Background: an optimization exercise with open tools, aiming at small area, a short achievable clock period and few clock cycles. Do not read the settings as production practice.
The RTL was checked by simulation tests, not by an equivalence proof against the original design.
No activity file was given, so power comes from the tool's default toggle rates.

==> flow/design.v, too long to show whole: its modules and the start of the top module <==
// module rubik_top: 842 lines
module rubik_top(clk, rst_n, start, init_blue, init_white, init_red, busy, done, result);
  // ...
==> flow/flow/run.sh <==
#!/bin/bash
set -o pipefail
export SETUP_SLACK_MARGIN=5.9
bash standard.sh > standard.log 2>&1
status=$?
# keep ORFS's per-step logs beside this flow's own log
cp -r orfs/logs orfs_logs 2>/dev/null || true
exit $status
==> flow/standard.sh <==
#!/bin/bash
# synth_recipe.tcl (not shown) runs the flow's synth.tcl, then flattens the netlist and writes it again
# the make line also repeats each setting of config.mk as NAME=value (left out here)
make -C /OpenROAD-flow-scripts/flow DESIGN_CONFIG=/design/flow/config.mk WORK_HOME=/design/flow/orfs CLKGATE_MAP_FILE= SYNTH_SCRIPT=/design/flow/synth_recipe.tcl "${@:-finish}"
==> flow/config.mk <==
export PLATFORM = sky130hd
export DESIGN_NAME = rubik_top
export DESIGN_NICKNAME = rubik_top
export VERILOG_FILES = /design/flow/design.v
export SDC_FILE = /design/flow/constraint.sdc
export NUM_CORES = 4
export LEC_CHECK = 0
export CAP_MARGIN = 20
export CELL_PAD_IN_SITES_DETAIL_PLACEMENT = 1
export CORE_MARGIN = 2
export CORE_UTILIZATION = 30
export CTS_BUF_LIST = sky130_fd_sc_hd__clkbuf_4 sky130_fd_sc_hd__clkbuf_8
export CTS_CLUSTER_SIZE = 40
export SLEW_MARGIN = 20
==> flow/constraint.sdc <==
create_clock -name core_clock -period 10.0 [get_ports {clk}]
set_input_delay 2.0000 -clock core_clock [delete_from_list [all_inputs] [get_ports {clk}]]
set_output_delay 2.0000 -clock core_clock [all_outputs]
set_load 0.01 [all_outputs]
==> impl_metrics.tcl, run 1 <==
set metrics [dict create \
    leakagePower_nw 7.70 \
    status "finished clean" \
    cts_tree "yes" \
    wl_met1_um 56100 \
    num_antenna_cells 10 \
    fin_cells 3601 \
    drc_errors 0 \
    synth_edf_count 57 \
    post-route-min-period_ns 4.29 \
    worstPathCellList "nor2_2 > buf_4 > nand4_1 > or4_1 > nor4b_1 > nand3_1 > or3_1 > or3_1 > or4_1" \
    rr_startpoint "W[13]" \
    grt_max_degree 73 \
    drtIter0Drc 4863 \
    antenna_left 0 \
    routedWlPerCell_um 45.3 \
    seqAreaFraction 0.165 \
    biggestCellCategory "multi-input gates" \
    maxSlewViolCount 0 \
    muxShareOfSynthArea 0.0447 \
    cts-htree-levels 4 \
    grtUsageMet2 0.737 \
    power_mw 3.05 \
    synth-adder-area-share 0.0128 \
    nClkBuffers 17 \
    syn-num-nets 2790 \
    die_w_um 251 \
    slowest_delay_ns 0.65 \
    cts_buffers 17 \
    seq_area_mm2 0.00370 \
    fin_util 0.371 \
    rr_endpoint "l1r[5]" \
    slew_headroom 0.143 \
    drv_cap 0 \
    power_frac_seq 0.300 \
    setup_ws_ns 5.71 \
    async_flop_share 0 \
    synth_top_area_frac 0.108 \
    end_kind "flip-flop" \
    antenna_found_initial 13 \
]
Testbench counts, summed over its fixed seeds: cycles 475.
==> run 2, diff against run 1 <==
--- a/flow/design.v
+++ b/flow/design.v
@@ -181,152 +181,152 @@
     4'b0101: add3 = 2'd2;
     4'b0110: add3 = 2'd0;
     4'b1000: add3 = 2'd2;
     4'b1001: add3 = 2'd0;
     4'b1010: add3 = 2'd1;
     default: add3 = 2'd0;
   endcase
 endfunction
-wire f_0 = m_0_0_0 & m_2_2_0 & m_3_3_0 & m_4_4_0 & m_5_5_0 & m_6_6_0;
-wire f_1 = m_0_0_0 & m_5_2_2 & m_2_3_1 & m_3_4_2 & m_4_5_1 & m_6_6_0;
-wire f_2 = m_0_0_0 & m_3_2_2 & m_4_3_1 & m_5_4_2 & m_2_5_1 & m_6_6_0;
-wire f_3 = m_0_0_0 & m_3_2_2 & m_5_3_1 & m_4_4_0 & m_6_5_2 & m_2_6_1;
-wire f_4 = m_0_0_0 & m_4_2_0 & m_5_3_0 & m_2_4_0 & m_3_5_0 & m_6_6_0;
-wire f_5 = m_0_0_0 & m_5_2_0 & m_6_3_0 & m_4_4_0 & m_2_5_0 & m_3_6_0;
-wire f_6 = m_0_0_0 & m_5_1_2 & m_3_3_0 & m_2_4_2 & m_4_5_1 & m_6_6_0;
-wire f_7 = m_0_0_0 & m_2_1_2 & m_4_2_1 & m_3_3_0 & m_5_4_2 & m_6_6_0;
-wire f_8 = m_0_0_0 & m_2_1_2 & m_5_2_1 & m_3_3_0 & m_4_4_0 & m_6_5_2;
-wire f_9 = m_0_0_0 & m_4_1_0 & m_5_2_0 & m_3_3_0 & m_2_5_0 & m_6_6_0;
-wire f_10 = m_0_0_0 & m_5_1_0 & m_6_2_0 & m_3_3_0 & m_4_4_0 & m_2_6_0;
-wire f_11 = m_2_1_0 & m_3_2_0 & m_0_3_0 & m_4_4_0 & m_5_5_0 & m_6_6_0;
-wire f_12 = m_2_1_0 & m_0_2_2 & m_4_3_1 & m_5_4_2 & m_3_5_1 & m_6_6_0;
-wire f_13 = m_2_1_0 & m_0_2_2 & m_5_3_1 & m_4_4_0 & m_6_5_2 & m_3_6_1;
-wire f_14 = m_2_1_0 & m_5_2_2 & m_3_3_1 & m_0_4_2 & m_4_5_1 & m_6_6_0;
-wire f_15 = m_2_1_0 & m_4_2_0 & m_5_3_0 & m_3_4_0 & m_0_5_0 & m_6_6_0;
-wire f_16 = m_2_1_0 & m_5_2_0 & m_6_3_0 & m_4_4_0 & m_3_5_0 & m_0_6_0;
-wire f_17 = m_5_1_2 & m_2_2_1 & m_0_3_0 & m_3_4_2 & m_4_5_1 & m_6_6_0;
-wire f_18 = m_3_1_2 & m_4_2_1 & m_0_3_0 & m_5_4_2 & m_2_5_1 & m_6_6_0;
-wire f_19 = m_3_1_2 & m_5_2_1 & m_0_3_0 & m_4_4_0 & m_6_5_2 & m_2_6_1;
-wire f_20 = m_4_1_0 & m_5_2_0 & m_0_3_0 & m_2_4_0 & m_3_5_0 & m_6_6_0;
-wire f_21 = m_5_1_0 & m_6_2_0 & m_0_3_0 & m_4_4_0 & m_2_5_0 & m_3_6_0;
-wire f_22 = m_2_0_0 & m_3_1_0 & m_0_2_0 & m_4_4_0 & m_5_5_0 & m_6_6_0;
-wire f_23 = m_2_0_0 & m_3_1_0 & m_4_3_1 & m_5_4_2 & m_0_5_1 & m_6_6_0;
-wire f_24 = m_2_0_0 & m_3_1_0 & m_5_3_1 & m_4_4_0 & m_6_5_2 & m_0_6_1;
-wire f_25 = m_2_0_0 & m_3_1_0 & m_5_2_2 & m_0_3_1 & m_4_5_1 & m_6_6_0;
-wire f_26 = m_2_0_0 & m_3_1_0 & m_4_2_0 & m_5_3_0 & m_0_4_0 & m_6_6_0;
-wire f_27 = m_2_0_0 & m_3_1_0 & m_5_2_0 & m_6_3_0 & m_4_4_0 & m_0_5_0;
-wire f_28 = m_2_0_0 & m_0_1_2 & m_4_2_1 & m_5_4_2 & m_3_5_1 & m_6_6_0;
-wire f_29 = m_2_0_0 & m_0_1_2 & m_5_2_1 & m_4_4_0 & m_6_5_2 & m_3_6_1;
-wire f_30 = m_2_0_0 & m_5_1_2 & m_3_2_1 & m_0_4_2 & m_4_5_1 & m_6_6_0;
-wire f_31 = m_2_0_0 & m_4_1_0 & m_5_2_0 & m_3_4_0 & m_0_5_0 & m_6_6_0;
-wire f_32 = m_2_0_0 & m_5_1_0 & m_6_2_0 & m_4_4_0 & m_3_5_0 & m_0_6_0;
-wire f_33 = m_3_0_0 & m_0_1_0 & m_2_3_0 & m_4_4_0 & m_5_5_0 & m_6_6_0;
-wire f_34 = m_3_0_0 & m_0_1_0 & m_5_2_2 & m_2_4_2 & m_4_5_1 & m_6_6_0;
-wire f_35 = m_3_0_0 & m_0_1_0 & m_2_2_2 & m_4_3_1 & m_5_4_2 & m_6_6_0;
-wire f_36 = m_3_0_0 & m_0_1_0 & m_2_2_2 & m_5_3_1 & m_4_4_0 & m_6_5_2;
-wire f_37 = m_3_0_0 & m_0_1_0 & m_4_2_0 & m_5_3_0 & m_2_5_0 & m_6_6_0;
-wire f_38 = m_3_0_0 & m_0_1_0 & m_5_2_0 & m_6_3_0 & m_4_4_0 & m_2_6_0;
-wire f_39 = m_3_0_0 & m_4_2_1 & m_2_3_0 & m_5_4_2 & m_0_5_1 & m_6_6_0;
-wire f_40 = m_3_0_0 & m_5_2_1 & m_2_3_0 & m_4_4_0 & m_6_5_2 & m_0_6_1;
-wire f_41 = m_3_0_0 & m_5_1_2 & m_0_2_1 & m_2_3_0 & m_4_5_1 & m_6_6_0;
-wire f_42 = m_3_0_0 & m_4_1_0 & m_5_2_0 & m_2_3_0 & m_0_4_0 & m_6_6_0;
-wire f_43 = m_3_0_0 & m_5_1_0 & m_6_2_0 & m_2_3_0 & m_4_4_0 & m_0_5_0;
-wire f_44 = m_2_0_1 & m_0_1_0 & m_5_3_2 & m_3_4_2 & m_4_5_1 & m_6_6_0;
-wire f_45 = m_2_0_1 & m_0_1_0 & m_6_3_2 & m_4_4_0 & m_3_5_2 & m_5_6_1;
-wire f_46 = m_2_0_1 & m_5_1_0 & m_3_2_0 & m_4_3_2 & m_6_5_2 & m_0_6_1;
-wire f_47 = m_4_1_1 & m_2_2_0 & m_3_3_0 & m_5_4_2 & m_0_5_1 & m_6_6_0;
-wire f_48 = m_4_1_1 & m_2_2_0 & m_0_3_2 & m_6_4_1 & m_5_5_2 & m_3_6_1;
-wire f_49 = m_4_1_1 & m_2_2_0 & m_5_3_0 & m_3_4_2 & m_6_5_1 & m_0_6_0;
-wire f_50 = m_4_1_1 & m_3_2_0 & m_2_3_1 & m_5_4_2 & m_6_5_2 & m_0_6_1;
-wire f_51 = m_5_1_1 & m_2_2_0 & m_3_3_0 & m_4_4_0 & m_6_5_2 & m_0_6_1;
-wire f_52 = m_6_1_1 & m_0_2_0 & m_5_3_0 & m_3_4_2 & m_4_5_1 & m_2_6_0;
-wire f_53 = m_4_0_1 & m_0_1_0 & m_3_3_2 & m_5_4_2 & m_2_5_1 & m_6_6_0;
-wire f_54 = m_4_0_1 & m_2_2_0 & m_0_3_2 & m_5_4_2 & m_3_5_1 & m_6_6_0;
-wire f_55 = m_4_0_1 & m_2_1_0 & m_3_2_0 & m_5_4_2 & m_0_5_1 & m_6_6_0;
-wire f_56 = m_4_0_1 & m_3_1_0 & m_0_2_0 & m_2_3_2 & m_5_4_2 & m_6_6_0;
-wire f_57 = m_4_0_2 & m_2_1_1 & m_0_2_0 & m_5_3_1 & m_3_4_2 & m_6_5_2;
-wire f_58 = m_4_0_2 & m_3_2_0 & m_5_3_1 & m_2_4_2 & m_6_5_2 & m_0_6_1;
-wire f_59 = m_4_0_2 & m_0_1_1 & m_2_2_0 & m_5_3_1 & m_6_5_2 & m_3_6_1;
-wire f_60 = m_4_0_2 & m_3_1_1 & m_5_3_1 & m_0_4_2 & m_6_5_2 & m_2_6_1;
-wire f_61 = m_3_1_0 & m_0_2_0 & m_5_3_2 & m_2_4_2 & m_4_5_1 & m_6_6_0;
-wire f_62 = m_3_1_0 & m_0_2_0 & m_6_3_2 & m_4_4_0 & m_2_5_2 & m_5_6_1;
-wire f_63 = m_5_1_0 & m_2_2_0 & m_4_3_2 & m_0_4_0 & m_6_5_2 & m_3_6_1;
-wire f_64 = m_0_0_2 & m_4_1_1 & m_2_3_0 & m_5_4_2 & m_3_5_1 & m_6_6_0;
-wire f_65 = m_0_0_2 & m_4_1_1 & m_3_3_2 & m_6_4_1 & m_5_5_2 & m_2_6_1;
-wire f_66 = m_0_0_2 & m_4_1_1 & m_5_3_0 & m_2_4_2 & m_6_5_1 & m_3_6_0;
-wire f_67 = m_0_0_2 & m_4_1_1 & m_2_2_0 & m_5_4_2 & m_6_5_2 & m_3_6_1;
-wire f_68 = m_0_0_2 & m_5_1_1 & m_2_3_0 & m_4_4_0 & m_6_5_2 & m_3_6_1;
-wire f_69 = m_0_0_2 & m_6_1_1 & m_3_2_0 & m_5_3_0 & m_2_4_2 & m_4_5_1;
-wire f_70 = m_5_0_1 & m_0_1_0 & m_3_3_2 & m_4_4_0 & m_6_5_2 & m_2_6_1;
-wire f_71 = m_5_0_1 & m_2_2_0 & m_0_3_2 & m_4_4_0 & m_6_5_2 & m_3_6_1;
-wire f_72 = m_5_0_1 & m_2_1_0 & m_3_2_0 & m_4_4_0 & m_6_5_2 & m_0_6_1;
-wire f_73 = m_5_0_1 & m_3_1_0 & m_0_2_0 & m_2_3_2 & m_4_4_0 & m_6_5_2;
-wire f_74 = m_5_0_2 & m_2_1_1 & m_0_2_0 & m_3_4_2 & m_4_5_1 & m_6_6_0;
-wire f_75 = m_5_0_2 & m_3_2_0 & m_0_3_0 & m_2_4_2 & m_4_5_1 & m_6_6_0;
-wire f_76 = m_5_0_2 & m_0_1_1 & m_2_2_0 & m_3_3_0 & m_4_5_1 & m_6_6_0;
-wire f_77 = m_5_0_2 & m_3_1_1 & m_2_3_0 & m_0_4_2 & m_4_5_1 & m_6_6_0;
-wire f_78 = m_0_0_1 & m_2_1_0 & m_3_2_0 & m_5_3_2 & m_4_5_1 & m_6_6_0;
-wire f_79 = m_0_0_1 & m_2_1_0 & m_3_2_0 & m_6_3_2 & m_4_4_0 & m_5_6_1;
-wire f_80 = m_0_0_1 & m_5_1_0 & m_4_3_2 & m_3_4_0 & m_6_5_2 & m_2_6_1;
-wire f_81 = m_3_0_2 & m_4_1_1 & m_0_2_0 & m_5_4_2 & m_2_5_1 & m_6_6_0;
-wire f_82 = m_3_0_2 & m_4_1_1 & m_0_2_0 & m_2_3_2 & m_6_4_1 & m_5_5_2;
-wire f_83 = m_3_0_2 & m_4_1_1 & m_0_2_0 & m_5_3_0 & m_6_5_1 & m_2_6_0;
-wire f_84 = m_3_0_2 & m_4_1_1 & m_0_3_1 & m_5_4_2 & m_6_5_2 & m_2_6_1;
-wire f_85 = m_3_0_2 & m_5_1_1 & m_0_2_0 & m_4_4_0 & m_6_5_2 & m_2_6_1;
-wire f_86 = m_3_0_2 & m_6_1_1 & m_2_2_0 & m_5_3_0 & m_4_5_1 & m_0_6_0;
-wire f_87 = m_6_0_1 & m_5_1_2 & m_0_2_0 & m_2_3_2 & m_3_4_2 & m_4_5_1;
-wire f_88 = m_6_0_1 & m_5_1_2 & m_3_3_2 & m_0_4_2 & m_4_5_1 & m_2_6_1;
-wire f_89 = m_6_0_1 & m_5_1_2 & m_2_2_0 & m_0_3_2 & m_4_5_1 & m_3_6_1;
-wire f_90 = m_6_0_1 & m_5_1_2 & m_3_2_0 & m_2_4_2 & m_4_5_1 & m_0_6_1;
-wire f_91 = m_3_0_1 & m_2_2_0 & m_5_3_2 & m_0_4_2 & m_4_5_1 & m_6_6_0;
-wire f_92 = m_3_0_1 & m_2_2_0 & m_6_3_2 & m_4_4_0 & m_0_5_2 & m_5_6_1;
-wire f_93 = m_3_0_1 & m_5_1_0 & m_0_2_0 & m_4_3_2 & m_2_4_0 & m_6_5_2;
-wire f_94 = m_2_0_2 & m_4_1_1 & m_0_2_0 & m_3_3_1 & m_5_4_2 & m_6_5_2;
-wire f_95 = m_2_0_2 & m_4_1_1 & m_3_2_0 & m_0_3_0 & m_5_4_2 & m_6_6_0;
-wire f_96 = m_2_0_2 & m_4_1_1 & m_3_2_0 & m_6_4_1 & m_5_5_2 & m_0_6_1;
-wire f_97 = m_2_0_2 & m_4_1_1 & m_3_2_0 & m_5_3_0 & m_0_4_2 & m_6_5_1;
-wire f_98 = m_2_0_2 & m_5_1_1 & m_3_2_0 & m_0_3_0 & m_4_4_0 & m_6_5_2;
-wire f_99 = m_2_0_2 & m_6_1_1 & m_5_3_0 & m_0_4_2 & m_4_5_1 & m_3_6_0;
-wire f_100 = m_4_0_0 & m_0_1_0 & m_3_2_0 & m_5_3_0 & m_6_4_0 & m_2_5_0;
-wire f_101 = m_4_0_0 & m_0_2_0 & m_5_3_0 & m_6_4_0 & m_3_5_0 & m_2_6_0;
-wire f_102 = m_4_0_0 & m_2_1_0 & m_5_3_0 & m_6_4_0 & m_0_5_0 & m_3_6_0;
-wire f_103 = m_4_0_0 & m_3_1_0 & m_2_2_0 & m_5_3_0 & m_6_4_0 & m_0_6_0;
-wire f_104 = m_4_0_0 & m_6_1_2 & m_0_2_0 & m_2_3_2 & m_5_4_1 & m_3_5_0;
-wire f_105 = m_4_0_0 & m_6_1_2 & m_3_3_2 & m_5_4_1 & m_0_5_0 & m_2_6_1;
-wire f_106 = m_4_0_0 & m_6_1_2 & m_2_2_0 & m_0_3_2 & m_5_4_1 & m_3_6_1;
-wire f_107 = m_4_0_0 & m_6_1_2 & m_3_2_0 & m_5_4_1 & m_2_5_0 & m_0_6_1;
-wire f_108 = m_4_0_0 & m_5_1_0 & m_0_2_0 & m_2_4_0 & m_3_5_0 & m_6_6_0;
-wire f_109 = m_4_0_0 & m_5_1_0 & m_2_3_0 & m_3_4_0 & m_0_5_0 & m_6_6_0;
-wire f_110 = m_4_0_0 & m_5_1_0 & m_2_2_0 & m_3_3_0 & m_0_4_0 & m_6_6_0;
-wire f_111 = m_4_0_0 & m_5_1_0 & m_3_2_0 & m_0_3_0 & m_2_5_0 & m_6_6_0;
-wire f_112 = m_5_0_0 & m_0_1_0 & m_4_3_0 & m_2_4_0 & m_3_5_0 & m_6_6_0;
-wire f_113 = m_5_0_0 & m_2_2_0 & m_4_3_0 & m_3_4_0 & m_0_5_0 & m_6_6_0;
-wire f_114 = m_5_0_0 & m_2_1_0 & m_3_2_0 & m_4_3_0 & m_0_4_0 & m_6_6_0;
-wire f_115 = m_5_0_0 & m_3_1_0 & m_0_2_0 & m_4_3_0 & m_2_5_0 & m_6_6_0;
-wire f_116 = m_5_0_0 & m_6_1_0 & m_0_2_0 & m_4_4_0 & m_2_5_0 & m_3_6_0;
-wire f_117 = m_5_0_0 & m_6_1_0 & m_2_3_0 & m_4_4_0 & m_3_5_0 & m_0_6_0;
-wire f_118 = m_5_0_0 & m_6_1_0 & m_2_2_0 & m_3_3_0 & m_4_4_0 & m_0_5_0;
-wire f_119 = m_5_0_0 & m_6_1_0 & m_3_2_0 & m_0_3_0 & m_4_4_0 & m_2_6_0;
-wire f_120 = m_6_0_0 & m_0_1_0 & m_5_3_0 & m_4_4_0 & m_2_5_0 & m_3_6_0;
-wire f_121 = m_6_0_0 & m_2_2_0 & m_5_3_0 & m_4_4_0 & m_3_5_0 & m_0_6_0;
-wire f_122 = m_6_0_0 & m_2_1_0 & m_3_2_0 & m_5_3_0 & m_4_4_0 & m_0_5_0;
-wire f_123 = m_6_0_0 & m_3_1_0 & m_0_2_0 & m_5_3_0 & m_4_4_0 & m_2_6_0;
-wire f_124 = m_6_0_0 & m_2_1_1 & m_0_2_0 & m_4_3_1 & m_3_4_2 & m_5_6_2;
-wire f_125 = m_6_0_0 & m_4_1_1 & m_0_2_0 & m_2_3_1 & m_5_4_2 & m_3_6_2;
-wire f_126 = m_6_0_0 & m_4_1_1 & m_3_3_1 & m_5_4_2 & m_2_5_0 & m_0_6_2;
-wire f_127 = m_6_0_0 & m_4_1_1 & m_2_2_0 & m_0_3_1 & m_5_4_2 & m_3_5_0;
-wire f_128 = m_6_0_0 & m_4_1_1 & m_3_2_0 & m_5_4_2 & m_0_5_0 & m_2_6_2;
-wire f_129 = m_6_0_0 & m_3_2_0 & m_4_3_1 & m_2_4_2 & m_0_5_0 & m_5_6_2;
-wire f_130 = m_6_0_0 & m_0_1_1 & m_2_2_0 & m_4_3_1 & m_3_5_0 & m_5_6_2;
-wire f_131 = m_6_0_0 & m_3_1_1 & m_4_3_1 & m_0_4_2 & m_2_5_0 & m_5_6_2;
-wire f_132 = m_6_0_0 & m_5_1_0 & m_0_2_0 & m_3_3_0 & m_2_4_0 & m_4_6_0;
-wire f_133 = m_6_0_0 & m_5_1_0 & m_0_3_0 & m_3_4_0 & m_2_5_0 & m_4_6_0;
-wire f_134 = m_6_0_0 & m_5_1_0 & m_2_2_0 & m_0_4_0 & m_3_5_0 & m_4_6_0;
-wire f_135 = m_6_0_0 & m_5_1_0 & m_3_2_0 & m_2_3_0 & m_0_5_0 & m_4_6_0;
+wire f_0 = ib[20] & ib[21] & iw[16] & iw[17] & iw[18] & ir[12] & ir[13] & ir[14] & ir[15];
+wire f_1 = ib[5] & ib[12] & iw[8] & iw[16] & iw[17] & ir[2] & ir[13] & ir[15] & ir[20];
+wire f_2 = ib[7] & ib[14] & iw[11] & iw[16] & iw[18] & ir[2] & ir[13] & ir[15] & ir[20];
+wire f_3 = ib[14] & ib[20] & iw[15] & iw[18] & iw[21] & ir[2] & ir[12] & ir[13] & ir[17];
+wire f_4 = ib[2] & ib[3] & iw[8] & iw[11] & iw[16] & ir[12] & ir[13] & ir[14] & ir[15];
+wire f_5 = ib[2] & ib[20] & iw[12] & iw[14] & iw[15] & ir[13] & ir[16] & ir[17] & ir[18];
+wire f_6 = ib[9] & ib[12] & iw[16] & iw[17] & iw[20] & ir[1] & ir[13] & ir[14] & ir[15];
+wire f_7 = ib[7] & ib[18] & iw[1] & iw[16] & iw[17] & ir[13] & ir[14] & ir[15] & ir[20];
+wire f_8 = ib[18] & ib[20] & iw[1] & iw[17] & iw[21] & ir[5] & ir[12] & ir[13] & ir[14];
+wire f_9 = ib[1] & ib[2] & iw[12] & iw[16] & iw[17] & ir[13] & ir[14] & ir[15] & ir[18];
+wire f_10 = ib[1] & ib[20] & iw[16] & iw[17] & iw[18] & ir[5] & ir[6] & ir[13] & ir[14];
+wire f_11 = ib[20] & ib[21] & iw[5] & iw[6] & iw[16] & ir[12] & ir[15] & ir[17] & ir[18];
+wire f_12 = ib[7] & ib[14] & iw[6] & iw[16] & iw[21] & ir[11] & ir[15] & ir[18] & ir[20];
+wire f_13 = ib[14] & ib[20] & iw[6] & iw[21] & iw[22] & ir[12] & ir[15] & ir[17] & ir[18];
+wire f_14 = ib[5] & ib[12] & iw[3] & iw[6] & iw[16] & ir[2] & ir[8] & ir[15] & ir[17];
+wire f_15 = ib[2] & ib[3] & iw[6] & iw[7] & iw[16] & ir[8] & ir[11] & ir[14] & ir[15];
+wire f_16 = ib[2] & ib[20] & iw[6] & iw[11] & iw[14] & ir[12] & ir[15] & ir[17] & ir[18];
+wire f_17 = ib[9] & ib[12] & iw[5] & iw[8] & iw[16] & ir[1] & ir[15] & ir[17] & ir[20];
+wire f_18 = ib[7] & ib[18] & iw[6] & iw[11] & iw[16] & ir[1] & ir[15] & ir[17] & ir[20];
+wire f_19 = ib[18] & ib[20] & iw[6] & iw[15] & iw[21] & ir[1] & ir[5] & ir[12] & ir[17];
+wire f_20 = ib[1] & ib[2] & iw[8] & iw[11] & iw[16] & ir[12] & ir[15] & ir[17] & ir[18];
+wire f_21 = ib[1] & ib[20] & iw[12] & iw[15] & iw[18] & ir[5] & ir[6] & ir[16] & ir[17];
+wire f_22 = ib[20] & ib[21] & iw[9] & iw[10] & iw[16] & ir[5] & ir[6] & ir[12] & ir[15];
+wire f_23 = ib[7] & ib[14] & iw[9] & iw[10] & iw[16] & ir[6] & ir[15] & ir[20] & ir[21];
+wire f_24 = ib[14] & ib[20] & iw[9] & iw[10] & iw[21] & ir[6] & ir[12] & ir[17] & ir[22];
+wire f_25 = ib[5] & ib[12] & iw[9] & iw[10] & iw[16] & ir[2] & ir[3] & ir[6] & ir[15];
+wire f_26 = ib[2] & ib[3] & iw[9] & iw[10] & iw[16] & ir[6] & ir[7] & ir[14] & ir[15];
+wire f_27 = ib[2] & ib[20] & iw[9] & iw[10] & iw[14] & ir[6] & ir[11] & ir[17] & ir[18];
+wire f_28 = ib[7] & ib[18] & iw[10] & iw[16] & iw[21] & ir[6] & ir[11] & ir[15] & ir[20];
+wire f_29 = ib[18] & ib[20] & iw[10] & iw[21] & iw[22] & ir[5] & ir[6] & ir[12] & ir[15];
+wire f_30 = ib[9] & ib[12] & iw[2] & iw[10] & iw[16] & ir[1] & ir[5] & ir[8] & ir[15];
+wire f_31 = ib[1] & ib[2] & iw[7] & iw[10] & iw[16] & ir[8] & ir[11] & ir[15] & ir[18];
+wire f_32 = ib[1] & ib[20] & iw[10] & iw[11] & iw[18] & ir[5] & ir[6] & ir[12] & ir[15];
+wire f_33 = ib[20] & ib[21] & iw[13] & iw[14] & iw[16] & ir[9] & ir[10] & ir[12] & ir[15];
+wire f_34 = ib[5] & ib[12] & iw[13] & iw[16] & iw[20] & ir[2] & ir[9] & ir[10] & ir[15];
+wire f_35 = ib[7] & ib[14] & iw[2] & iw[13] & iw[16] & ir[9] & ir[10] & ir[15] & ir[20];
+wire f_36 = ib[14] & ib[20] & iw[2] & iw[13] & iw[21] & ir[9] & ir[10] & ir[12] & ir[17];
+wire f_37 = ib[2] & ib[3] & iw[12] & iw[13] & iw[16] & ir[9] & ir[10] & ir[14] & ir[15];
+wire f_38 = ib[2] & ib[20] & iw[13] & iw[14] & iw[16] & ir[9] & ir[10] & ir[17] & ir[18];
+wire f_39 = ib[7] & ib[18] & iw[13] & iw[14] & iw[16] & ir[10] & ir[15] & ir[20] & ir[21];
+wire f_40 = ib[18] & ib[20] & iw[13] & iw[14] & iw[21] & ir[5] & ir[10] & ir[12] & ir[22];
+wire f_41 = ib[9] & ib[12] & iw[13] & iw[14] & iw[16] & ir[1] & ir[2] & ir[10] & ir[15];
+wire f_42 = ib[1] & ib[2] & iw[13] & iw[14] & iw[16] & ir[7] & ir[10] & ir[15] & ir[18];
+wire f_43 = ib[1] & ib[20] & iw[13] & iw[14] & iw[18] & ir[5] & ir[6] & ir[10] & ir[11];
+wire f_44 = ib[12] & ib[17] & iw[8] & iw[13] & iw[16] & ir[3] & ir[9] & ir[15] & ir[20];
+wire f_45 = ib[16] & ib[20] & iw[3] & iw[12] & iw[13] & ir[9] & ir[14] & ir[15] & ir[21];
+wire f_46 = ib[1] & ib[17] & iw[5] & iw[13] & iw[21] & ir[6] & ir[12] & ir[18] & ir[22];
+wire f_47 = ib[6] & ib[7] & iw[16] & iw[17] & iw[18] & ir[14] & ir[15] & ir[20] & ir[21];
+wire f_48 = ib[6] & ib[11] & iw[7] & iw[18] & iw[22] & ir[14] & ir[15] & ir[20] & ir[21];
+wire f_49 = ib[3] & ib[6] & iw[8] & iw[11] & iw[18] & ir[14] & ir[15] & ir[20] & ir[21];
+wire f_50 = ib[6] & ib[7] & iw[5] & iw[17] & iw[21] & ir[12] & ir[18] & ir[20] & ir[22];
+wire f_51 = ib[6] & ib[20] & iw[17] & iw[18] & iw[21] & ir[9] & ir[12] & ir[14] & ir[22];
+wire f_52 = ib[3] & ib[12] & iw[8] & iw[9] & iw[16] & ir[1] & ir[5] & ir[14] & ir[20];
+wire f_53 = ib[7] & ib[10] & iw[11] & iw[14] & iw[16] & ir[3] & ir[9] & ir[15] & ir[20];
+wire f_54 = ib[7] & ib[10] & iw[16] & iw[18] & iw[21] & ir[11] & ir[14] & ir[15] & ir[20];
+wire f_55 = ib[7] & ib[10] & iw[5] & iw[6] & iw[16] & ir[15] & ir[18] & ir[20] & ir[21];
+wire f_56 = ib[7] & ib[10] & iw[3] & iw[9] & iw[16] & ir[5] & ir[6] & ir[15] & ir[20];
+wire f_57 = ib[13] & ib[14] & iw[8] & iw[9] & iw[21] & ir[5] & ir[12] & ir[17] & ir[20];
+wire f_58 = ib[13] & ib[14] & iw[5] & iw[20] & iw[21] & ir[12] & ir[17] & ir[18] & ir[22];
+wire f_59 = ib[13] & ib[14] & iw[18] & iw[21] & iw[22] & ir[1] & ir[12] & ir[15] & ir[17];
+wire f_60 = ib[13] & ib[14] & iw[1] & iw[15] & iw[21] & ir[8] & ir[9] & ir[12] & ir[17];
+wire f_61 = ib[12] & ib[17] & iw[9] & iw[16] & iw[20] & ir[3] & ir[5] & ir[6] & ir[15];
+wire f_62 = ib[16] & ib[20] & iw[3] & iw[9] & iw[21] & ir[5] & ir[6] & ir[14] & ir[15];
+wire f_63 = ib[1] & ib[17] & iw[18] & iw[21] & iw[22] & ir[6] & ir[7] & ir[12] & ir[15];
+wire f_64 = ib[6] & ib[7] & iw[14] & iw[16] & iw[21] & ir[10] & ir[11] & ir[15] & ir[20];
+wire f_65 = ib[6] & ib[11] & iw[7] & iw[14] & iw[15] & ir[3] & ir[10] & ir[20] & ir[21];
+wire f_66 = ib[3] & ib[6] & iw[11] & iw[15] & iw[20] & ir[10] & ir[14] & ir[16] & ir[21];
+wire f_67 = ib[6] & ib[7] & iw[18] & iw[21] & iw[22] & ir[10] & ir[12] & ir[15] & ir[20];
+wire f_68 = ib[6] & ib[20] & iw[14] & iw[21] & iw[22] & ir[9] & ir[10] & ir[12] & ir[15];
+wire f_69 = ib[3] & ib[12] & iw[5] & iw[9] & iw[20] & ir[1] & ir[10] & ir[14] & ir[18];
+wire f_70 = ib[10] & ib[20] & iw[14] & iw[15] & iw[21] & ir[3] & ir[9] & ir[12] & ir[13];
+wire f_71 = ib[10] & ib[20] & iw[18] & iw[21] & iw[22] & ir[12] & ir[13] & ir[14] & ir[15];
+wire f_72 = ib[10] & ib[20] & iw[5] & iw[6] & iw[21] & ir[12] & ir[13] & ir[18] & ir[22];
+wire f_73 = ib[10] & ib[20] & iw[3] & iw[9] & iw[21] & ir[5] & ir[6] & ir[12] & ir[13];
+wire f_74 = ib[12] & ib[13] & iw[8] & iw[9] & iw[16] & ir[0] & ir[5] & ir[15] & ir[20];
+wire f_75 = ib[12] & ib[13] & iw[5] & iw[16] & iw[20] & ir[0] & ir[15] & ir[17] & ir[18];
+wire f_76 = ib[12] & ib[13] & iw[16] & iw[17] & iw[18] & ir[0] & ir[1] & ir[14] & ir[15];
+wire f_77 = ib[12] & ib[13] & iw[1] & iw[14] & iw[16] & ir[0] & ir[8] & ir[9] & ir[15];
+wire f_78 = ib[12] & ib[17] & iw[5] & iw[6] & iw[16] & ir[0] & ir[3] & ir[15] & ir[18];
+wire f_79 = ib[16] & ib[20] & iw[3] & iw[5] & iw[6] & ir[0] & ir[14] & ir[15] & ir[18];
+wire f_80 = ib[1] & ib[17] & iw[7] & iw[15] & iw[21] & ir[0] & ir[6] & ir[8] & ir[12];
+wire f_81 = ib[6] & ib[7] & iw[10] & iw[11] & iw[16] & ir[0] & ir[5] & ir[15] & ir[20];
+wire f_82 = ib[6] & ib[11] & iw[3] & iw[7] & iw[10] & ir[0] & ir[5] & ir[20] & ir[21];
+wire f_83 = ib[3] & ib[6] & iw[10] & iw[11] & iw[16] & ir[0] & ir[5] & ir[14] & ir[21];
+wire f_84 = ib[6] & ib[7] & iw[10] & iw[15] & iw[21] & ir[0] & ir[3] & ir[12] & ir[20];
+wire f_85 = ib[6] & ib[20] & iw[10] & iw[15] & iw[21] & ir[0] & ir[5] & ir[9] & ir[12];
+wire f_86 = ib[3] & ib[12] & iw[9] & iw[10] & iw[18] & ir[0] & ir[1] & ir[14] & ir[15];
+wire f_87 = ib[9] & ib[12] & iw[3] & iw[8] & iw[13] & ir[0] & ir[1] & ir[5] & ir[20];
+wire f_88 = ib[9] & ib[12] & iw[13] & iw[14] & iw[15] & ir[0] & ir[1] & ir[3] & ir[8];
+wire f_89 = ib[9] & ib[12] & iw[13] & iw[18] & iw[22] & ir[0] & ir[1] & ir[14] & ir[15];
+wire f_90 = ib[9] & ib[12] & iw[5] & iw[13] & iw[20] & ir[0] & ir[1] & ir[18] & ir[22];
+wire f_91 = ib[12] & ib[17] & iw[0] & iw[16] & iw[18] & ir[3] & ir[8] & ir[13] & ir[15];
+wire f_92 = ib[16] & ib[20] & iw[0] & iw[3] & iw[18] & ir[12] & ir[13] & ir[14] & ir[15];
+wire f_93 = ib[1] & ib[17] & iw[0] & iw[8] & iw[21] & ir[5] & ir[6] & ir[12] & ir[13];
+wire f_94 = ib[6] & ib[7] & iw[0] & iw[3] & iw[21] & ir[5] & ir[12] & ir[17] & ir[20];
+wire f_95 = ib[6] & ib[7] & iw[0] & iw[5] & iw[16] & ir[15] & ir[17] & ir[18] & ir[20];
+wire f_96 = ib[6] & ib[11] & iw[0] & iw[5] & iw[7] & ir[18] & ir[20] & ir[21] & ir[22];
+wire f_97 = ib[3] & ib[6] & iw[0] & iw[5] & iw[11] & ir[8] & ir[14] & ir[18] & ir[21];
+wire f_98 = ib[6] & ib[20] & iw[0] & iw[5] & iw[21] & ir[9] & ir[12] & ir[17] & ir[18];
+wire f_99 = ib[3] & ib[12] & iw[0] & iw[9] & iw[15] & ir[1] & ir[8] & ir[14] & ir[16];
+wire f_100 = ib[0] & ib[3] & iw[5] & iw[8] & iw[12] & ir[7] & ir[9] & ir[14] & ir[18];
+wire f_101 = ib[0] & ib[3] & iw[8] & iw[11] & iw[16] & ir[5] & ir[7] & ir[12] & ir[14];
+wire f_102 = ib[0] & ib[3] & iw[6] & iw[8] & iw[15] & ir[7] & ir[11] & ir[14] & ir[16];
+wire f_103 = ib[0] & ib[3] & iw[8] & iw[9] & iw[18] & ir[6] & ir[7] & ir[14] & ir[15];
+wire f_104 = ib[0] & ib[8] & iw[1] & iw[3] & iw[11] & ir[5] & ir[6] & ir[7] & ir[12];
+wire f_105 = ib[0] & ib[8] & iw[1] & iw[14] & iw[15] & ir[3] & ir[6] & ir[7] & ir[11];
+wire f_106 = ib[0] & ib[8] & iw[1] & iw[18] & iw[22] & ir[6] & ir[7] & ir[14] & ir[15];
+wire f_107 = ib[0] & ib[8] & iw[1] & iw[5] & iw[12] & ir[6] & ir[7] & ir[18] & ir[22];
+wire f_108 = ib[0] & ib[1] & iw[8] & iw[11] & iw[16] & ir[5] & ir[6] & ir[12] & ir[15];
+wire f_109 = ib[0] & ib[1] & iw[7] & iw[14] & iw[16] & ir[6] & ir[8] & ir[11] & ir[15];
+wire f_110 = ib[0] & ib[1] & iw[16] & iw[17] & iw[18] & ir[6] & ir[7] & ir[14] & ir[15];
+wire f_111 = ib[0] & ib[1] & iw[5] & iw[12] & iw[16] & ir[6] & ir[15] & ir[17] & ir[18];
+wire f_112 = ib[0] & ib[3] & iw[8] & iw[11] & iw[16] & ir[9] & ir[10] & ir[12] & ir[15];
+wire f_113 = ib[0] & ib[3] & iw[7] & iw[16] & iw[18] & ir[8] & ir[10] & ir[11] & ir[15];
+wire f_114 = ib[0] & ib[3] & iw[5] & iw[6] & iw[16] & ir[7] & ir[10] & ir[15] & ir[18];
+wire f_115 = ib[0] & ib[3] & iw[9] & iw[12] & iw[16] & ir[5] & ir[6] & ir[10] & ir[15];
+wire f_116 = ib[0] & ib[20] & iw[6] & iw[12] & iw[15] & ir[5] & ir[9] & ir[10] & ir[16];
+wire f_117 = ib[0] & ib[20] & iw[6] & iw[11] & iw[14] & ir[9] & ir[10] & ir[12] & ir[15];
+wire f_118 = ib[0] & ib[20] & iw[6] & iw[17] & iw[18] & ir[9] & ir[10] & ir[11] & ir[14];
+wire f_119 = ib[0] & ib[20] & iw[5] & iw[6] & iw[16] & ir[9] & ir[10] & ir[17] & ir[18];
+wire f_120 = ib[3] & ib[20] & iw[10] & iw[12] & iw[15] & ir[9] & ir[13] & ir[14] & ir[16];
+wire f_121 = ib[3] & ib[20] & iw[10] & iw[11] & iw[18] & ir[12] & ir[13] & ir[14] & ir[15];
+wire f_122 = ib[3] & ib[20] & iw[5] & iw[6] & iw[10] & ir[11] & ir[13] & ir[14] & ir[18];
+wire f_123 = ib[3] & ib[20] & iw[9] & iw[10] & iw[16] & ir[5] & ir[6] & ir[13] & ir[14];
+wire f_124 = ib[14] & ib[15] & iw[8] & iw[9] & iw[10] & ir[5] & ir[13] & ir[20] & ir[22];
+wire f_125 = ib[6] & ib[7] & iw[10] & iw[16] & iw[17] & ir[5] & ir[13] & ir[20] & ir[22];
+wire f_126 = ib[6] & ib[7] & iw[3] & iw[10] & iw[12] & ir[13] & ir[16] & ir[17] & ir[20];
+wire f_127 = ib[6] & ib[7] & iw[10] & iw[11] & iw[18] & ir[3] & ir[12] & ir[13] & ir[20];
+wire f_128 = ib[6] & ib[7] & iw[5] & iw[10] & iw[22] & ir[11] & ir[13] & ir[18] & ir[20];
+wire f_129 = ib[14] & ib[15] & iw[5] & iw[10] & iw[20] & ir[11] & ir[13] & ir[18] & ir[22];
+wire f_130 = ib[14] & ib[15] & iw[10] & iw[11] & iw[18] & ir[1] & ir[12] & ir[13] & ir[22];
+wire f_131 = ib[14] & ib[15] & iw[1] & iw[10] & iw[12] & ir[8] & ir[9] & ir[13] & ir[22];
+wire f_132 = ib[1] & ib[22] & iw[8] & iw[10] & iw[17] & ir[5] & ir[6] & ir[13] & ir[14];
+wire f_133 = ib[1] & ib[22] & iw[7] & iw[10] & iw[12] & ir[6] & ir[8] & ir[13] & ir[17];
+wire f_134 = ib[1] & ib[22] & iw[10] & iw[11] & iw[18] & ir[6] & ir[7] & ir[12] & ir[13];
+wire f_135 = ib[1] & ib[22] & iw[5] & iw[10] & iw[14] & ir[6] & ir[11] & ir[13] & ir[18];
 wire hit0 = f_0 | f_1 | f_2 | f_3 | f_4 | f_5 | f_6 | f_7 | f_8 | f_9 | f_10 | f_11 | f_12 | f_13 | f_14 | f_15 | f_16 | f_17 | f_18 | f_19 | f_20 | f_21 | f_22 | f_23 | f_24 | f_25 | f_26 | f_27 | f_28 | f_29 | f_30 | f_31 | f_32 | f_33 | f_34 | f_35 | f_36 | f_37 | f_38 | f_39 | f_40 | f_41 | f_42 | f_43 | f_44 | f_45 | f_46 | f_47 | f_48 | f_49 | f_50 | f_51 | f_52 | f_53 | f_54 | f_55 | f_56 | f_57 | f_58 | f_59 | f_60 | f_61 | f_62 | f_63 | f_64 | f_65 | f_66 | f_67 | f_68 | f_69 | f_70 | f_71 | f_72 | f_73 | f_74 | f_75 | f_76 | f_77 | f_78 | f_79 | f_80 | f_81 | f_82 | f_83 | f_84 | f_85 | f_86 | f_87 | f_88 | f_89 | f_90 | f_91 | f_92 | f_93 | f_94 | f_95 | f_96 | f_97 | f_98 | f_99 | f_100 | f_101 | f_102 | f_103 | f_104 | f_105 | f_106 | f_107 | f_108 | f_109 | f_110 | f_111 | f_112 | f_113 | f_114 | f_115 | f_116 | f_117 | f_118 | f_119 | f_120 | f_121 | f_122 | f_123 | f_124 | f_125 | f_126 | f_127 | f_128 | f_129 | f_130 | f_131 | f_132 | f_133 | f_134 | f_135;
 wire [23:0] t0v;
 assign t0v[0] = f_1 | f_2 | f_4 | f_8 | f_10 | f_12 | f_14 | f_15 | f_19 | f_21 | f_23 | f_25 | f_26 | f_29 | f_32 | f_34 | f_35 | f_37 | f_40 | f_43 | f_45 | f_47 | f_48 | f_49 | f_52 | f_62 | f_64 | f_65 | f_66 | f_69 | f_74 | f_75 | f_76 | f_77 | f_79 | f_81 | f_82 | f_83 | f_86 | f_87 | f_88 | f_89 | f_90 | f_92 | f_95 | f_96 | f_97 | f_99 | f_120 | f_121 | f_122 | f_123 | f_124 | f_125 | f_126 | f_127 | f_128 | f_129 | f_130 | f_131 | f_132 | f_133 | f_134 | f_135;
 assign t0v[1] = f_6 | f_7 | f_9 | f_17 | f_18 | f_20 | f_28 | f_30 | f_31 | f_39 | f_41 | f_42 | f_45 | f_46 | f_50 | f_51 | f_52 | f_57 | f_58 | f_59 | f_60 | f_62 | f_63 | f_67 | f_68 | f_69 | f_70 | f_71 | f_72 | f_73 | f_74 | f_75 | f_76 | f_77 | f_79 | f_80 | f_84 | f_85 | f_86 | f_87 | f_88 | f_89 | f_90 | f_92 | f_93 | f_94 | f_98 | f_99 | f_116 | f_117 | f_118 | f_119 | f_120 | f_121 | f_122 | f_123 | f_124 | f_125 | f_126 | f_127 | f_128 | f_129 | f_130 | f_131 | f_132 | f_133 | f_134 | f_135;
 assign t0v[2] = f_45 | f_46 | f_47 | f_48 | f_49 | f_50 | f_57 | f_58 | f_59 | f_60 | f_62 | f_63 | f_64 | f_65 | f_66 | f_67 | f_70 | f_71 | f_72 | f_73 | f_79 | f_80 | f_81 | f_82 | f_83 | f_84 | f_92 | f_93 | f_94 | f_95 | f_96 | f_97 | f_100 | f_101 | f_102 | f_103 | f_104 | f_105 | f_106 | f_107 | f_108 | f_109 | f_110 | f_111 | f_120 | f_121 | f_122 | f_123 | f_124 | f_125 | f_126 | f_127 | f_128 | f_129 | f_130 | f_131 | f_132 | f_133 | f_134 | f_135;
 assign t0v[3] = f_1 | f_2 | f_5 | f_6 | f_7 | f_10 | f_12 | f_14 | f_16 | f_17 | f_18 | f_21 | f_23 | f_25 | f_27 | f_28 | f_30 | f_32 | f_34 | f_35 | f_38 | f_39 | f_41 | f_43 | f_44 | f_49 | f_50 | f_52 | f_53 | f_54 | f_55 | f_56 | f_57 | f_58 | f_59 | f_60 | f_61 | f_66 | f_67 | f_69 | f_78 | f_83 | f_84 | f_86 | f_91 | f_94 | f_97 | f_99 | f_100 | f_101 | f_102 | f_103 | f_116 | f_117 | f_118 | f_119 | f_124 | f_125 | f_126 | f_127 | f_128 | f_129 | f_130 | f_131;
 assign t0v[4] = f_1 | f_3 | f_5 | f_6 | f_8 | f_10 | f_13 | f_14 | f_16 | f_17 | f_19 | f_21 | f_24 | f_25 | f_27 | f_29 | f_30 | f_32 | f_34 | f_36 | f_38 | f_40 | f_41 | f_43 | f_44 | f_45 | f_48 | f_49 | f_51 | f_52 | f_57 | f_58 | f_59 | f_60 | f_61 | f_62 | f_65 | f_66 | f_68 | f_69 | f_78 | f_79 | f_82 | f_83 | f_85 | f_86 | f_87 | f_88 | f_89 | f_90 | f_91 | f_92 | f_96 | f_97 | f_98 | f_99 | f_100 | f_101 | f_102 | f_103 | f_104 | f_105 | f_106 | f_107 | f_116 | f_117 | f_118 | f_119 | f_124 | f_129 | f_130 | f_131;
 assign t0v[5] = f_2 | f_3 | f_4 | f_5 | f_7 | f_8 | f_9 | f_10 | f_12 | f_13 | f_15 | f_16 | f_18 | f_19 | f_20 | f_21 | f_23 | f_24 | f_26 | f_27 | f_28 | f_29 | f_31 | f_32 | f_35 | f_36 | f_37 | f_38 | f_39 | f_40 | f_42 | f_43 | f_45 | f_46 | f_48 | f_49 | f_50 | f_51 | f_52 | f_53 | f_54 | f_55 | f_56 | f_62 | f_63 | f_65 | f_66 | f_67 | f_68 | f_69 | f_79 | f_80 | f_82 | f_83 | f_84 | f_85 | f_86 | f_87 | f_88 | f_89 | f_90 | f_92 | f_93 | f_94 | f_96 | f_97 | f_98 | f_99 | f_100 | f_101 | f_102 | f_103 | f_104 | f_105 | f_106 | f_107 | f_112 | f_113 | f_114 | f_115 | f_116 | f_117 | f_118 | f_119 | f_125 | f_126 | f_127 | f_128 | f_132 | f_133 | f_134 | f_135;
@@ -814,29 +814,28 @@
       if (H == 9'd7) nLc = 2'd2;
       if (H == 9'd63) nLc = 2'd3;
     end else ni = i + 2'd1;
   end
 end
 wire [1:0] ndidx = nLc - 2'd1 - nstep;
 wire [2:0] nx = (ndidx==2'd0) ? nH[2:0] : (ndidx==2'd1) ? nH[5:3] : nH[8:6];
 always @(posedge clk) begin
-  W <= load ? s0c : VE;
-  H <= load ? 9'd0 : nH; Lc <= load ? 2'd0 : nLc; i <= load ? 2'd1 : ni; step <= load ? 2'd0 : nstep; x <= load ? 3'd0 : nx;
-  chk <= load | last; chk_end <= ~load & hend; chk_k <= load ? 3'd3 : 3'd3 + {1'b0,Lc} + {1'b0,i}; chk_H <= load ? 9'd0 : H;
-  h1r <= ~load & chk & hit1; l1r <= l1; endr <= ~load & chk & chk_end; kr <= chk_k; Hr <= chk_H;
-  found <= ~load & (found | better);
-  if (load) s0p <= s0c;
-end
-always @(posedge clk) begin
   if (!rst_n) begin
     busy_r <= 1'b0; valid <= 1'b0;
   end else if (load) begin
+    s0p <= s0c; W <= s0c;
+    H <= 9'd0; Lc <= 2'd0; i <= 2'd1; step <= 2'd0; x <= 3'd0; found <= 1'b0;
+    chk <= 1'b1; chk_end <= 1'b0; chk_k <= 3'd3; chk_H <= 9'd0;
+    h1r <= 1'b0; endr <= 1'b0;
     res <= t0v; valid <= hit0; busy_r <= ~hit0;
   end else if (busy_r) begin
-    if (better) res <= {kr, 3'd0, Hr, l1r};
+    W <= VE; H <= nH; Lc <= nLc; i <= ni; step <= nstep; x <= nx;
+    chk <= last; chk_end <= hend; chk_k <= 3'd3 + {1'b0,Lc} + {1'b0,i}; chk_H <= H;
+    h1r <= chk & hit1; l1r <= l1; endr <= chk & chk_end; kr <= chk_k; Hr <= chk_H;
+    if (better) begin res <= {kr, 3'd0, Hr, l1r}; found <= 1'b1; end
     if (endr) begin
       if (better | found) begin valid <= 1'b1; busy_r <= 1'b0; end
       else if (Hr == 9'd511) begin res <= 24'd0; valid <= 1'b1; busy_r <= 1'b0; end
     end
   end
 end
 endmodule
==> flow/run.sh (new file) <==
#!/bin/bash
# synth_recipe.tcl (not shown) runs the flow's synth.tcl, then flattens the netlist and writes it again
# the make line also repeats each setting of config.mk as NAME=value (left out here)
make -C /OpenROAD-flow-scripts/flow DESIGN_CONFIG=/design/flow/config.mk WORK_HOME=/design/flow/orfs CLKGATE_MAP_FILE= SYNTH_SCRIPT=/design/flow/synth_recipe.tcl finish
==> flow/config.mk (replaced) <==
export PLATFORM = sky130hd
export DESIGN_NAME = rubik_top
export DESIGN_NICKNAME = rubik_top
export VERILOG_FILES = /design/flow/design.v
export SDC_FILE = /design/flow/constraint.sdc
export NUM_CORES = 4
export LEC_CHECK = 0
export CAP_MARGIN = 20
export CORE_MARGIN = 2
export CORE_UTILIZATION = 30
export SETUP_SLACK_MARGIN = 5
export SLEW_MARGIN = 20
removed: flow/flow/run.sh
removed: flow/standard.sh
==> impl_metrics.tcl, run 2 <==
set metrics [dict create \
    fin_util 0.352 \
    drc_errors 0 \
    post-route-min-period_ns 5.22 \
    path_delay_family "simple AND/OR/NAND/NOR gates" \
    synth_area_leader_cell "edfxtp_1" \
    final_common_cell "nand2_1" \
    fin_area_mm2 0.0222 \
    io_pins 101 \
    slowest_delay_ns 1.00 \
    slew_headroom 0.0695 \
    status "finished clean" \
    grt.total_usage 0.469 \
    synthCells 2725 \
    leakagePower_nw 7.47 \
    ys_ff_latch 156 \
    worstPathCellList "nor3b_2 > and2_0 > nand3_1 > nor4_1 > or3_1 > or4_1 > nor4bb_1 > a41oi_1" \
    synth.avg_cell_area_um2 7.04 \
    nFillCells 7001 \
    fmaxAchievable_mhz 192 \
    tightest_slew_ns 1.38 \
    cts_buffers 17 \
    cts_setup_buffers 0 \
    end_kind "flip-flop" \
    top_register "W" \
    drtIter0Drc 5364 \
    hp-class "flip-flop to flip-flop" \
    grt_pass1_vias 25300 \
    yosysSeqAreaShare 0.240 \
    antenna_found_initial 13 \
    synthTopCellsByCount "351 x nand2_1, 331 x nor2_1, 176 x nand4_1" \
    maxSlewViolCount 0 \
    die_area_mm2 0.0659 \
    rows 92 \
    placed_area_mm2 0.0213 \
    postRouteWirelength_um 157000 \
    syn-cell-area_mm2 0.0192 \
    syn_to_final_growth_pct 15.9 \
    synth.distinct_cells 97 \
    clockRootBuffer "clkbuf_16" \
    grt_pass1_wl_um 215000 \
    layout-drive-gt1-share 0.102 \
    final.setup.tns_ns 0 \
    clockBufferDepth 2 \
    start_util 0.304 \
    syn-num-nets 2818 \
    yosys_warnings 1 \
    rsz0062_at_grt "yes" \
    cts-htree-levels 4 \
    setup_viol 0 \
    ir_drop_mv 0.143 \
    place.gp.congestion 1.14 \
    finClkSkew_ns 0.0194 \
    fin_hold_ws_ns 0.416 \
    synthTopCellsByArea "edfxtp_1 23%, nand2_1 6.9%, nor2_1 6.5%, nand4_1 5.7%, nor4_1 5.3%" \
    cp_slowest_cell "nor4_1" \
    crit_arrival_ns 5.48 \
    clock-sinks 156 \
    largest_reg_flops 35 \
    drv_cap 0 \
    crit_required_ns 10.26 \
    clk_latency_ns 0.47 \
    num_vias 26800 \
    period_share 0.522 \
    cts_hold_buffers 0 \
    gr-total-overflow 0 \
    place_hpwl_um 116000 \
    critPathMaxFanout 13 \
    die_w_um 257 \
    power.density_mw_per_mm2 110 \
    core_mm2 0.0631 \
    cts_tree "yes" \
    fin_nets 2847 \
    crit_path_start_kind "flip-flop" \
    synthFlopType "edfxtp_1" \
    critical_path_class "flip-flop to flip-flop" \
    antenna_left 0 \
    yosysMostFrequentCell "nand2_1" \
    clkTransAtPathRegs_ns 0.07 \
    grt_max_degree 66 \
    final_cell_mix "350 x nand2_1, 327 x nor2_1, 176 x nand4_1, 167 x nor3_1, 148 x edfxtp_1" \
    reg_top3 "W (35), s0p (33), res (24)" \
    synth_edf_count 148 \
    portBuffers 91 \
    die_h_um 257 \
    first_pass_iters 12 \
    async_flop_share 0 \
    hold_violations 0 \
    synth_top_area_frac 0.232 \
    routedWlPerCell_um 43.4 \
    viasPerCell 7.41 \
    worst-path-buf-inv 0 \
]
## run 2: cell types whose count changed in the layout (fill, tap and decap cells not counted), sizes merged, moves of 48 or more
cell	change
nor4	-67
buf	-89
dfxtp	-91
edfxtp	+91
nand2	+48
clkdlybuf4s50	+54
## run 2: cell type report
| cell class | count | area (um2) | share of cell area |
|---|---|---|---|
| multi-input cells | 2320 | 14000 | 0.630 |
| well taps | 846 | 1060 | 0.0476 |
| repair buffers | 202 | 1770 | 0.0795 |
| inverters | 57 | 216 | 0.00974 |
| clock buffers | 19 | 454 | 0.0204 |
| clock inverters | 13 | 103 | 0.00462 |
| flip-flops and latches | 156 | 4600 | 0.207 |
| diodes | 8 | 20.0 | 0.000901 |
## run 2: repair_timing
action | 4_1_cts | 5_1_grt
resized for setup | 8 | 13
endpoints found under the setup margin | 10 | 11
pin swaps | 0 | 0
## run 2: per-stage QoR
| stage | power (mW) | instances | setup slack [ns] |
|---|---|---|---|
| floorplan | 1.41 | 2725 | 5.65 |
| global placement | 1.77 | 3571 | 4.06 |
| detailed placement | 1.76 | 3571 | 4.23 |
| CTS | 2.39 | 3603 | 5.04 |
| global route | 2.52 | 3614 | 4.92 |
| finish | 2.45 | 3621 | 4.78 |
## run 2: cells by family (layout without fill, tap and decap cells)
logic type,Yosys count,count (layout),synth area share
AND/OR/NAND/NOR,1677,1677,0.459
AO/OA/AOI/OAI,527,527,0.182
buffers and inverters,249,291,0.0519
flip-flops,156,156,0.240
multiplexers,83,83,0.0475
adder cells (fa/ha/maj),19,19,0.0123
XOR/XNOR,14,14,0.00640
other,0,8,0
## run 2: per-layer routing
| layer | vias up | track usage | wire [um] |
|---|---|---|---|
| li1 | 10700 | - | - |
| met4 | 8 | 0.420 | 19100 |
| met2 | 2605 | 0.684 | 64100 |
| met5 | - | 0.00512 | 63 |
| met3 | 929 | 0.190 | 20100 |
| met1 | 12700 | 0.523 | 53900 |
## run 2: final timing paths
check / from / to / slack (ns) / depth (start not counted)
setup / recovery: W[31] / h1r / 4.78 / 8
hold / removal: chk_H[1] / Hr[1] / 0.42 / 0
setup reg to reg: W[31] / h1r / 4.78 / 8
hold reg to reg: chk_H[1] / Hr[1] / 0.42 / 0
## run 2: power breakdown
group	internal [mW]	switching, mW	total (mW)
Sequential	0.794	0.0658	0.859
Clock	0.337	0.297	0.634
Combinational	0.285	0.675	0.961
Testbench counts of run 2, summed over its fixed seeds: cycles 475.

[port drivers added, routing unchanged]
No port has a modelled driver above. Below, the same layouts with a new extraction and two added sets of constraints. Step 1 (the two cells are an assumption about what drives the block):
set clk [get_ports {clk}]
set_driving_cell -lib_cell sky130_fd_sc_hd__clkbuf_16 $clk
set_driving_cell -lib_cell sky130_fd_sc_hd__buf_2 [delete_from_list [all_inputs] $clk]
Step 2 moves the port delays by t, midway between the first and last clock arrival at a register: inputs arrive t later, outputs are due t later. That takes back most of the time a late clock gives input paths. a / b / c = ideal ports / drivers / drivers and shift; a / b = the first two.
run | shift t [ns] | setup slack, ns | worst setup path at the end | slew at the worst register clock pin (ns)
run 1 | 0.582 | 5.711 / 5.711 / 5.257 | input to register | 0.12 / 0.12
run 2 | 0.516 | 4.781 / 4.781 / 4.312 | input to register | 0.08 / 0.08
After both steps every run listed still meets setup and hold. For run 2, which loses most, drivers alone change the setup slack by 0.000 ns; drivers and shift together by -0.469 ns.
